From an optimization exercise on the open Yosys and OpenROAD flow, aimed at small area, a short achievable clock period and few clock cycles per item; shortcuts taken in it are not production practice. Power figures rest on the tool's default switching activity, not on a simulated workload.

==> inputs of v35 <==
==> flow/design.v (excerpt) <==
module vector_divider #(
    parameter RAM_SIZE = 10,
    parameter N = 5,
    parameter NBITS = 32
)(
    input clock,
    input reset,
    output reg [RAM_SIZE-1:0] Addr,
    output [NBITS-1:0] Wdata,
    input [NBITS-1:0] Rdata,
    input [RAM_SIZE-1:0] Ndata,
    output reg Wenable,
    input startvd,
    output reg busyvd
);
==> module vector_divider, before the edit <==
module vector_divider #(
    parameter RAM_SIZE = 10,
    parameter N = 5,
    parameter NBITS = 32
)(
    input clock,
    input reset,
    output reg [RAM_SIZE-1:0] Addr,
    output [NBITS-1:0] Wdata,
    input [NBITS-1:0] Rdata,
    input [RAM_SIZE-1:0] Ndata,
    output reg Wenable,
    input startvd,
    output reg busyvd
);
localparam RX = 3;            
localparam XW = 32 + RX;      
localparam [3:0] IDLE = 4'd0,
                 C1   = 4'd1,    
                 C2   = 4'd2,    
                 D1   = 4'd3,    
                 P1   = 4'd4,    
                 P2   = 4'd5,    
                 E    = 4'd6,    
                 W1   = 4'd7,    
                 W2   = 4'd8;    
reg [3:0] state, nstate;
reg first, wsel;
reg [31:0] R, Q;
reg [XW-1:0] X;
reg [5:0] j;
wire [32:0] diff = {1'b0, R} - {1'b0, X[31:0]};
wire ge = ~diff[32] & ~|X[XW-1:32];
wire ph1 = (state == D1) | (state == P1);
wire shl = ge & ~j[5];                  
wire last = (Addr[9:1] == Ndata[8:0]);  
wire done2 = (j == 6'd0);
assign Wdata = wsel ? Q : R;
always @(*) begin
    nstate = state;
    case (state)
        IDLE: if (startvd) nstate = C1;
        C1:   nstate = C2;
        C2:   nstate = D1;
        D1:   nstate = shl ? P1 : E;
        P1:   if (!shl) nstate = P2;
        P2:   if (done2) nstate = last ? W1 : C1;
        E:    nstate = last ? W1 : C1;
        W1:   nstate = W2;
        default: nstate = IDLE;
    endcase
end
always @(posedge clock) begin
    if (reset) begin
        state <= IDLE;
        Addr <= 10'd1;
        first <= 1'b0;
        busyvd <= 1'b0;
        Wenable <= 1'b0;
        wsel <= 1'b0;
    end else begin
        state <= nstate;
        busyvd <= (nstate != IDLE);
        wsel <= (nstate == D1) | (nstate == W2);
        Wenable <= ((nstate == C2) | (nstate == D1)) & ~first | (nstate == W1) | (nstate == W2);
        case (state)
            IDLE: if (startvd) begin
                Addr <= Addr - 10'd1;
                first <= 1'b1;
            end
            C1: Addr <= Addr - 10'd1;
            C2: Addr <= Addr - 10'd1;
            D1: begin
                Addr <= Addr + 10'd5;
                first <= 1'b0;
            end
            P2: if (done2) Addr <= last ? Addr - 10'd2 : Addr - 10'd1;
            E:  Addr <= last ? Addr - 10'd2 : Addr - 10'd1;
            W1: Addr <= Addr - 10'd1;
            W2: Addr <= 10'd1;
            default: ;
        endcase
    end
end
always @(posedge clock) begin
    if (state == C1)
        X <= {{RX{1'b0}}, Rdata};
    else if (ph1)
        X <= shl ? {X[XW-1-RX:0], {RX{1'b0}}} : {1'b0, X[XW-1:1]};
    else if (state == P2)
        X <= {1'b0, X[XW-1:1]};
    if (state == C2)
        R <= Rdata;
    else if (state == P2 && ge)
        R <= diff[31:0];
    if (state == D1)
        Q <= 32'd0;
    else if (state == P2)
        Q <= {Q[30:0], ge};
    if (state == C1)
        j <= 6'd0;
    else if (ph1)
        j <= shl ? j + RX : j - 6'd1;
    else if (state == P2)
        j <= j - 6'd1;
end
endmodule
clock: 4.5 ns
lec_check: 0
abc_clock_period_in_ps: 2500
cap_margin: 20
core_margin: 2
core_utilization: 40
slew_margin: 20
run.sh (not shown) runs the stock make flow with config.mk's settings and CLKGATE_MAP_FILE= SYNTH_SCRIPT=/design/flow/synth_recipe.tcl, a recipe that flattens the netlist after the stock synthesis.
==> v37 (differences from v35) <==
--- a/flow/design.v
+++ b/flow/design.v
@@ -1,3 +1,124 @@
+module cmpsub #(parameter W=32) (input [W-1:0] a, input [W-1:0] b, output [W-1:0] d, output c);
+wire [W-1:0] p = a ^ ~b;
+wire [W-1:0] g0 = a & ~b;
+wire G_0_0 = g0[0] | p[0];
+wire ng1 = g0[1] | (p[1] & G_0_0);
+wire ng2 = g0[3] | (p[3] & g0[2]);
+wire np2 = p[3] & p[2];
+wire ng3 = g0[5] | (p[5] & g0[4]);
+wire np3 = p[5] & p[4];
+wire ng4 = g0[7] | (p[7] & g0[6]);
+wire np4 = p[7] & p[6];
+wire ng5 = g0[9] | (p[9] & g0[8]);
+wire np5 = p[9] & p[8];
+wire ng6 = g0[11] | (p[11] & g0[10]);
+wire np6 = p[11] & p[10];
+wire ng7 = g0[13] | (p[13] & g0[12]);
+wire np7 = p[13] & p[12];
+wire ng8 = g0[15] | (p[15] & g0[14]);
+wire np8 = p[15] & p[14];
+wire ng9 = g0[17] | (p[17] & g0[16]);
+wire np9 = p[17] & p[16];
+wire ng10 = g0[19] | (p[19] & g0[18]);
+wire np10 = p[19] & p[18];
+wire ng11 = g0[21] | (p[21] & g0[20]);
+wire np11 = p[21] & p[20];
+wire ng12 = g0[23] | (p[23] & g0[22]);
+wire np12 = p[23] & p[22];
+wire ng13 = g0[25] | (p[25] & g0[24]);
+wire np13 = p[25] & p[24];
+wire ng14 = g0[27] | (p[27] & g0[26]);
+wire np14 = p[27] & p[26];
+wire ng15 = g0[29] | (p[29] & g0[28]);
+wire np15 = p[29] & p[28];
+wire ng16 = g0[31] | (p[31] & g0[30]);
+wire np16 = p[31] & p[30];
+wire ng17 = ng2 | (np2 & ng1);
+wire ng18 = ng4 | (np4 & ng3);
+wire np18 = np4 & np3;
+wire ng19 = ng6 | (np6 & ng5);
+wire np19 = np6 & np5;
+wire ng20 = ng8 | (np8 & ng7);
+wire np20 = np8 & np7;
+wire ng21 = ng10 | (np10 & ng9);
+wire np21 = np10 & np9;
+wire ng22 = ng12 | (np12 & ng11);
+wire np22 = np12 & np11;
+wire ng23 = ng14 | (np14 & ng13);
+wire np23 = np14 & np13;
+wire ng24 = ng16 | (np16 & ng15);
+wire np24 = np16 & np15;
+wire ng25 = ng18 | (np18 & ng17);
+wire ng26 = ng20 | (np20 & ng19);
+wire np26 = np20 & np19;
+wire ng27 = ng22 | (np22 & ng21);
+wire np27 = np22 & np21;
+wire ng28 = ng24 | (np24 & ng23);
+wire np28 = np24 & np23;
+wire ng29 = ng26 | (np26 & ng25);
+wire ng30 = ng28 | (np28 & ng27);
+wire np30 = np28 & np27;
+wire ng31 = ng30 | (np30 & ng29);
+wire ng32 = ng27 | (np27 & ng29);
+wire ng33 = ng19 | (np19 & ng25);
+wire ng34 = ng21 | (np21 & ng29);
+wire ng35 = ng23 | (np23 & ng32);
+wire ng36 = ng3 | (np3 & ng17);
+wire ng37 = ng5 | (np5 & ng25);
+wire ng38 = ng7 | (np7 & ng33);
+wire ng39 = ng9 | (np9 & ng29);
+wire ng40 = ng11 | (np11 & ng34);
+wire ng41 = ng13 | (np13 & ng32);
+wire ng42 = ng15 | (np15 & ng35);
+wire ng43 = g0[2] | (p[2] & ng1);
+wire ng44 = g0[4] | (p[4] & ng17);
+wire ng45 = g0[6] | (p[6] & ng36);
+wire ng46 = g0[8] | (p[8] & ng25);
+wire ng47 = g0[10] | (p[10] & ng37);
+wire ng48 = g0[12] | (p[12] & ng33);
+wire ng49 = g0[14] | (p[14] & ng38);
+wire ng50 = g0[16] | (p[16] & ng29);
+wire ng51 = g0[18] | (p[18] & ng39);
+wire ng52 = g0[20] | (p[20] & ng34);
+wire ng53 = g0[22] | (p[22] & ng40);
+wire ng54 = g0[24] | (p[24] & ng32);
+wire ng55 = g0[26] | (p[26] & ng41);
+wire ng56 = g0[28] | (p[28] & ng35);
+wire ng57 = g0[30] | (p[30] & ng42);
+assign d[0] = ~p[0];
+assign d[1] = p[1] ^ G_0_0;
+assign d[2] = p[2] ^ ng1;
+assign d[3] = p[3] ^ ng43;
+assign d[4] = p[4] ^ ng17;
+assign d[5] = p[5] ^ ng44;
+assign d[6] = p[6] ^ ng36;
+assign d[7] = p[7] ^ ng45;
+assign d[8] = p[8] ^ ng25;
+assign d[9] = p[9] ^ ng46;
+assign d[10] = p[10] ^ ng37;
+assign d[11] = p[11] ^ ng47;
+assign d[12] = p[12] ^ ng33;
+assign d[13] = p[13] ^ ng48;
+assign d[14] = p[14] ^ ng38;
+assign d[15] = p[15] ^ ng49;
+assign d[16] = p[16] ^ ng29;
+assign d[17] = p[17] ^ ng50;
+assign d[18] = p[18] ^ ng39;
+assign d[19] = p[19] ^ ng51;
+assign d[20] = p[20] ^ ng34;
+assign d[21] = p[21] ^ ng52;
+assign d[22] = p[22] ^ ng40;
+assign d[23] = p[23] ^ ng53;
+assign d[24] = p[24] ^ ng32;
+assign d[25] = p[25] ^ ng54;
+assign d[26] = p[26] ^ ng41;
+assign d[27] = p[27] ^ ng55;
+assign d[28] = p[28] ^ ng35;
+assign d[29] = p[29] ^ ng56;
+assign d[30] = p[30] ^ ng42;
+assign d[31] = p[31] ^ ng57;
+assign c = ng31;
+endmodule
 module vector_divider #(
     parameter RAM_SIZE = 10,
     parameter N = 5,
@@ -13,7 +134,7 @@
     input startvd,
     output reg busyvd
 );
-localparam RX = 3;            
+localparam RX = 4;            
 localparam XW = 32 + RX;      
 localparam [3:0] IDLE = 4'd0,
                  C1   = 4'd1,    
@@ -29,8 +150,10 @@
 reg [31:0] R, Q;
 reg [XW-1:0] X;
 reg [5:0] j;
-wire [32:0] diff = {1'b0, R} - {1'b0, X[31:0]};
-wire ge = ~diff[32] & ~|X[XW-1:32];
+wire [31:0] diff;
+wire nb;
+cmpsub #(.W(32)) u_sub (.a(R), .b(X[31:0]), .d(diff), .c(nb));
+wire ge = nb & ~|X[XW-1:32];
 wire ph1 = (state == D1) | (state == P1);
 wire shl = ge & ~j[5];                  
 wire last = (Addr[9:1] == Ndata[8:0]);  
@@ -92,7 +215,7 @@
     if (state == C2)
         R <= Rdata;
     else if (state == P2 && ge)
-        R <= diff[31:0];
+        R <= diff;
     if (state == D1)
         Q <= 32'd0;
     else if (state == P2)
Settings changed: ABC_CLOCK_PERIOD_IN_PS 2500 to not set, CORE_UTILIZATION 40 to 80.
==> v21 (differences from v35) <==
--- a/flow/design.v
+++ b/flow/design.v
@@ -1,3 +1,124 @@
+module cmpsub #(parameter W=32) (input [W-1:0] a, input [W-1:0] b, output [W-1:0] d, output c);
+wire [W-1:0] p = a ^ ~b;
+wire [W-1:0] g0 = a & ~b;
+wire G_0_0 = g0[0] | p[0];
+wire ng1 = g0[1] | (p[1] & G_0_0);
+wire ng2 = g0[3] | (p[3] & g0[2]);
+wire np2 = p[3] & p[2];
+wire ng3 = g0[5] | (p[5] & g0[4]);
+wire np3 = p[5] & p[4];
+wire ng4 = g0[7] | (p[7] & g0[6]);
+wire np4 = p[7] & p[6];
+wire ng5 = g0[9] | (p[9] & g0[8]);
+wire np5 = p[9] & p[8];
+wire ng6 = g0[11] | (p[11] & g0[10]);
+wire np6 = p[11] & p[10];
+wire ng7 = g0[13] | (p[13] & g0[12]);
+wire np7 = p[13] & p[12];
+wire ng8 = g0[15] | (p[15] & g0[14]);
+wire np8 = p[15] & p[14];
+wire ng9 = g0[17] | (p[17] & g0[16]);
+wire np9 = p[17] & p[16];
+wire ng10 = g0[19] | (p[19] & g0[18]);
+wire np10 = p[19] & p[18];
+wire ng11 = g0[21] | (p[21] & g0[20]);
+wire np11 = p[21] & p[20];
+wire ng12 = g0[23] | (p[23] & g0[22]);
+wire np12 = p[23] & p[22];
+wire ng13 = g0[25] | (p[25] & g0[24]);
+wire np13 = p[25] & p[24];
+wire ng14 = g0[27] | (p[27] & g0[26]);
+wire np14 = p[27] & p[26];
+wire ng15 = g0[29] | (p[29] & g0[28]);
+wire np15 = p[29] & p[28];
+wire ng16 = g0[31] | (p[31] & g0[30]);
+wire np16 = p[31] & p[30];
+wire ng17 = ng2 | (np2 & ng1);
+wire ng18 = ng4 | (np4 & ng3);
+wire np18 = np4 & np3;
+wire ng19 = ng6 | (np6 & ng5);
+wire np19 = np6 & np5;
+wire ng20 = ng8 | (np8 & ng7);
+wire np20 = np8 & np7;
+wire ng21 = ng10 | (np10 & ng9);
+wire np21 = np10 & np9;
+wire ng22 = ng12 | (np12 & ng11);
+wire np22 = np12 & np11;
+wire ng23 = ng14 | (np14 & ng13);
+wire np23 = np14 & np13;
+wire ng24 = ng16 | (np16 & ng15);
+wire np24 = np16 & np15;
+wire ng25 = ng18 | (np18 & ng17);
+wire ng26 = ng20 | (np20 & ng19);
+wire np26 = np20 & np19;
+wire ng27 = ng22 | (np22 & ng21);
+wire np27 = np22 & np21;
+wire ng28 = ng24 | (np24 & ng23);
+wire np28 = np24 & np23;
+wire ng29 = ng26 | (np26 & ng25);
+wire ng30 = ng28 | (np28 & ng27);
+wire np30 = np28 & np27;
+wire ng31 = ng30 | (np30 & ng29);
+wire ng32 = ng27 | (np27 & ng29);
+wire ng33 = ng19 | (np19 & ng25);
+wire ng34 = ng21 | (np21 & ng29);
+wire ng35 = ng23 | (np23 & ng32);
+wire ng36 = ng3 | (np3 & ng17);
+wire ng37 = ng5 | (np5 & ng25);
+wire ng38 = ng7 | (np7 & ng33);
+wire ng39 = ng9 | (np9 & ng29);
+wire ng40 = ng11 | (np11 & ng34);
+wire ng41 = ng13 | (np13 & ng32);
+wire ng42 = ng15 | (np15 & ng35);
+wire ng43 = g0[2] | (p[2] & ng1);
+wire ng44 = g0[4] | (p[4] & ng17);
+wire ng45 = g0[6] | (p[6] & ng36);
+wire ng46 = g0[8] | (p[8] & ng25);
+wire ng47 = g0[10] | (p[10] & ng37);
+wire ng48 = g0[12] | (p[12] & ng33);
+wire ng49 = g0[14] | (p[14] & ng38);
+wire ng50 = g0[16] | (p[16] & ng29);
+wire ng51 = g0[18] | (p[18] & ng39);
+wire ng52 = g0[20] | (p[20] & ng34);
+wire ng53 = g0[22] | (p[22] & ng40);
+wire ng54 = g0[24] | (p[24] & ng32);
+wire ng55 = g0[26] | (p[26] & ng41);
+wire ng56 = g0[28] | (p[28] & ng35);
+wire ng57 = g0[30] | (p[30] & ng42);
+assign d[0] = ~p[0];
+assign d[1] = p[1] ^ G_0_0;
+assign d[2] = p[2] ^ ng1;
+assign d[3] = p[3] ^ ng43;
+assign d[4] = p[4] ^ ng17;
+assign d[5] = p[5] ^ ng44;
+assign d[6] = p[6] ^ ng36;
+assign d[7] = p[7] ^ ng45;
+assign d[8] = p[8] ^ ng25;
+assign d[9] = p[9] ^ ng46;
+assign d[10] = p[10] ^ ng37;
+assign d[11] = p[11] ^ ng47;
+assign d[12] = p[12] ^ ng33;
+assign d[13] = p[13] ^ ng48;
+assign d[14] = p[14] ^ ng38;
+assign d[15] = p[15] ^ ng49;
+assign d[16] = p[16] ^ ng29;
+assign d[17] = p[17] ^ ng50;
+assign d[18] = p[18] ^ ng39;
+assign d[19] = p[19] ^ ng51;
+assign d[20] = p[20] ^ ng34;
+assign d[21] = p[21] ^ ng52;
+assign d[22] = p[22] ^ ng40;
+assign d[23] = p[23] ^ ng53;
+assign d[24] = p[24] ^ ng32;
+assign d[25] = p[25] ^ ng54;
+assign d[26] = p[26] ^ ng41;
+assign d[27] = p[27] ^ ng55;
+assign d[28] = p[28] ^ ng35;
+assign d[29] = p[29] ^ ng56;
+assign d[30] = p[30] ^ ng42;
+assign d[31] = p[31] ^ ng57;
+assign c = ng31;
+endmodule
 module vector_divider #(
     parameter RAM_SIZE = 10,
     parameter N = 5,
@@ -13,7 +134,7 @@
     input startvd,
     output reg busyvd
 );
-localparam RX = 3;            
+localparam RX = 4;            
 localparam XW = 32 + RX;      
 localparam [3:0] IDLE = 4'd0,
                  C1   = 4'd1,    
@@ -29,8 +150,10 @@
 reg [31:0] R, Q;
 reg [XW-1:0] X;
 reg [5:0] j;
-wire [32:0] diff = {1'b0, R} - {1'b0, X[31:0]};
-wire ge = ~diff[32] & ~|X[XW-1:32];
+wire [31:0] diff;
+wire nb;
+cmpsub #(.W(32)) u_sub (.a(R), .b(X[31:0]), .d(diff), .c(nb));
+wire ge = nb & ~|X[XW-1:32];
 wire ph1 = (state == D1) | (state == P1);
 wire shl = ge & ~j[5];                  
 wire last = (Addr[9:1] == Ndata[8:0]);  
@@ -92,7 +215,7 @@
     if (state == C2)
         R <= Rdata;
     else if (state == P2 && ge)
-        R <= diff[31:0];
+        R <= diff;
     if (state == D1)
         Q <= 32'd0;
     else if (state == P2)
Settings changed: ABC_CLOCK_PERIOD_IN_PS 2500 to not set, CORE_UTILIZATION 40 to 65.
==> comparison table <==
Met2 GRT Util: v35 0.336; v21 0.557; v37 -
Status: v35 finished clean; v21 finished clean; v37 aborted with a tool error
Last stage reached: v35 -; v21 -; v37 clock tree synthesis (4_1_cts)
Hold Violations, Final: v35 0; v21 0; v37 -
Fraction of power consumed by sequential logic: v35 0.307; v21 0.305; v37 -
Area of the die: v35 21500 um2; v21 12700 um2; v37 -
Post-route cell area: v35 9840 um2; v21 9330 um2; v37 -
Final weighted congestion in routability-driven placement: v35 0.859; v21 0.967; v37 0.961
Uppermost metal layer occupied by signal nets: v35 met4; v21 met4; v37 -
Clk pwr share: v35 0.255; v21 0.232; v37 -
Overflow left after global routing: v35 0; v21 0; v37 -
Total number of multi-input combinational cells: v35 756; v21 621; v37 -
Final Setup Violations: v35 0; v21 0; v37 -
Die X: v35 147 um; v21 113 um; v37 102 um
Path class of the lowest-slack min-delay path: v35 register to register; v21 register to register; v37 -
Worst r2r dst: v35 X[8]; v21 R[22]; v37 -
Area fraction of the dominant cell type after synthesis: v35 0.236; v21 0.249; v37 0.249
Number of standard cells in the final layout excluding fillers: v35 1325; v21 1076; v37 -
Worst-case hold path end point: v35 j[0]; v21 Q[5]; v37 -
Crit share post-route: v35 0.755; v21 0.789; v37 -
Synthesized-area fraction occupied by ao, oa, aoi and oai cells: v35 0.208; v21 0.189; v37 0.189
Worst setup path startpoint: v35 X[0]; v21 X[0]; v37 -
Delay contributed by the slowest stage of the critical path: v35 0.41 ns; v21 0.46 ns; v37 -
Unrepaired setup endpoints after global routing: v35 no; v21 no; v37 -
Layer carrying the most global-route usage: v35 met2; v21 met2; v37 -
Row count: v35 52; v21 39; v37 35
No functional check of the RTL was part of any run of this note.

-- separate check: timing with driven ports --
In the flow no input, the clock included, has a driving cell. The finished layouts below were timed again as built, in two steps.
Step 1 assumes that a clkbuf_16 drives the clock port and a buf_2 every other input.
Step 2 also shifts input and output timing later by t, the mid clock arrival at the registers, as if the neighbouring blocks saw the same clock.
Slacks: ideal / step 1 / step 2; pairs: ideal / step 1.
run	t, ns	setup slack, ns	worst setup path after step 2	latest minus earliest clock arrival (ns)
v35	0.470	1.105 / 1.105 / 0.932	input to register	0.006 / 0.006
v21	0.462	0.949 / 0.949 / 0.874	input to register	0.009 / 0.008
After both steps every run listed still meets setup and hold. For v35, which loses most, drivers alone change the setup slack by 0.000 ns; drivers and shift together by -0.173 ns.
